This is an optimization exercise on Yosys and OpenROAD, whose aim is small area, not a production implementation. In this exercise RTL edits were held to simulation tests only and were not proved equivalent to the original. No activity file was given, so power comes from the tool's default toggle rates.

// img_proc_top
module img_proc_top(
    input           i_clk,
    input           someport, 
    input           i_data_valid,
    input [11:0]    pixel_in,
    output          o_data_valid,
    output [17:0]   o_waddr,
    output [11:0]   o_data,
    input [2:0]     filter_sel
);
Size in the first run: ~2400 cells after synthesis, about 1200 flip-flops, about 49 I/O pins.
export LEC_CHECK = 0
export CAP_MARGIN = 20
export CORE_MARGIN = 2
export CORE_UTILIZATION = 55
export CTS_BUF_LIST = sky130_fd_sc_hd__clkbuf_8
export CTS_CLUSTER_DIAMETER = 40
export CTS_CLUSTER_SIZE = 18
export GPL_TIMING_DRIVEN = 0
export SLEW_MARGIN = 20
create_clock -name core_clock -period 10.0 [get_ports {i_clk}]
run.sh (not shown) runs the stock make flow with config.mk's settings and CLKGATE_MAP_FILE= SYNTH_SCRIPT=/design/flow/synth_recipe.tcl, a recipe that flattens the netlist after the stock synthesis.
Edit:
CORE_UTILIZATION = 45   (was 55)
CTS_CLUSTER_DIAMETER = 55   (was 40)
CTS_CLUSTER_SIZE = 17   (was 18)
Total power is lower by 9.4%.
Routed wire length fell by 0.39%.
Sequential cell count is unchanged.
Die area rises by 22%.
Final cell count is higher by 3.4%.
Combinational power barely changes.
Utilization goes down by 12 points.
Design area fell by 1.9%.
Sequential power barely changes.

---

== build 49 ==
img_proc_top again, from the RTL that the note above started with.
Design img_proc_top, start of the top module:
module img_proc_top(
    input           i_clk,
    input           someport, 
    input           i_data_valid,
    input [11:0]    pixel_in,
    output          o_data_valid,
    output [17:0]   o_waddr,
    output [11:0]   o_data,
    input [2:0]     filter_sel
);
clock: 10.0 ns
lec_check: 0
cap_margin: 20
core_margin: 2
core_utilization: 45
cts_buf_list: sky130_fd_sc_hd__clkbuf_4
cts_cluster_diameter: 50
cts_cluster_size: 8
gpl_timing_driven: 0
slew_margin: 20
The flow did not stop early for build 49: all stages ran, and the layout cleared the timing, DRC and antenna checks.
Inputs modified between build 49 and build 1:
diff --git a/flow/config.mk b/flow/config.mk
--- a/flow/config.mk
+++ b/flow/config.mk
@@ -10,5 +10,5 @@
 export CORE_UTILIZATION = 45
-export CTS_BUF_LIST = sky130_fd_sc_hd__clkbuf_4
+export CTS_BUF_LIST = sky130_fd_sc_hd__clkbuf_8
 export CTS_CLUSTER_DIAMETER = 50
-export CTS_CLUSTER_SIZE = 8
+export CTS_CLUSTER_SIZE = 16
 export GPL_TIMING_DRIVEN = 0
The first-pass GRT wire length number comes out lower for build 1 vs build 49.
Area of all placed cells without fillers of build 49 is on par with build 1.
The run showing the smaller number of antenna violations at the first check in global routing is build 1.
Build 1: no failed stages, no open violations at the end
In build 1 the TritonCTS buffer count turned out about 40% lower than in build 49.
The wire length of build 1 was superior to that of build 49.
Build 49 -> build 1: combinational power flat
Compared with build 49, build 1 shows a higher routing usage on met1.
Delta (build 1 minus build 49): final worst setup slack went down by 20 ps; portion of total power attributed to the clock network went up by 0.5 points.
Changes in build 94 relative to build 1:
diff --git a/flow/config.mk b/flow/config.mk
--- a/flow/config.mk
+++ b/flow/config.mk
@@ -11,4 +11,4 @@
 export CTS_BUF_LIST = sky130_fd_sc_hd__clkbuf_8
-export CTS_CLUSTER_DIAMETER = 50
-export CTS_CLUSTER_SIZE = 16
+export CTS_CLUSTER_DIAMETER = 40
+export CTS_CLUSTER_SIZE = 20
 export GPL_TIMING_DRIVEN = 0
Notes after the runs:
- In terms of final critical-path share of the clock period, build 94 and build 1 differ only marginally.
- [compare] base=build 1 new=build 94: sequential share of layout area shows a reduction of 1.6 points; total chip power +about 9%; worst hold slack lower; wire length reported by the detailed router rose about 1.1%.
- For setup slack of the critical path after layout, build 94 and build 1 come out practically identical.
- Between build 1 and build 94, the clock skew does not differ in any meaningful way.
- Build 1 -> build 94: clock tree buffer count of the final layout increased by more than a quarter

---

oak:
Another version of the RTL of img_proc_top (not shown whole).
Size: about 2000 cells after synthesis, about 1200 flip-flops, about 49 I/O pins, about 43000 um^2 of cells after synthesis.
Settings: LEC_CHECK=0, CAP_MARGIN=0, CORE_MARGIN=2, CORE_UTILIZATION=55, CTS_BUF_LIST=sky130_fd_sc_hd__clkbuf_4, CTS_CLUSTER_DIAMETER=50, CTS_CLUSTER_SIZE=8, GPL_TIMING_DRIVEN=0, SLEW_MARGIN=0; clock period 10.0 ns.
oak: flow completed, timing, DRC and antenna clean
Changes in cedar relative to oak:
- a change of CTS_CLUSTER_SIZE from 8 to 10
- a change of CORE_UTILIZATION from 55 to 45
- a change of CTS_CLUSTER_DIAMETER from 50 to 40
--- outcome ---
Inserted tap cell count is lower on oak
For cedar, the endpoint of the most critical setup path was r1[3]$_DFF_P_, unlike oak, where it was r1[7]$_DFF_P_.
From oak to cedar the numbers moved as follows: final wirelength went down by 1100 um; wire length of the first global-routing pass was more or less identical; met2 demand-to-capacity share in global routing went down by 4.7 points; fraction of power consumed by the clock network was more or less identical; combinational cell fraction of total power was more or less identical.

what the ideal ports hide:
In the flow no input, the clock included, has a driving cell. The finished layouts below were timed again as built, in two steps.
Step 1 assumes that a clkbuf_16 drives the clock port and a buf_2 every other input.
Step 2 adds t to the input delays and takes it off the output delays; t is the mean of the earliest and latest rising clock arrival at the registers after step 1. Input paths then give back, and output paths get back, about the clock's delay inside the block.
Slacks: ideal ports / drivers / drivers and shift; pairs: ideal ports / drivers.
run	shift t [ns]	setup slack, ns	cell pins on the clock port's net
the first run of note 1	0.831	2.781 / 2.781 / 2.781	1
the second run of note 1	0.826	2.591 / 2.591 / 2.591	1
build 49	1.121	2.634 / 2.634 / 2.634	1
build 1	0.815	2.614 / 2.614 / 2.614	1
build 94	0.863	2.611 / 2.611 / 2.611	1
oak	1.067	3.062 / 3.062 / 3.062	1
cedar	1.072	3.049 / 3.049 / 3.049	1
After both steps setup and hold are still met in every run listed.
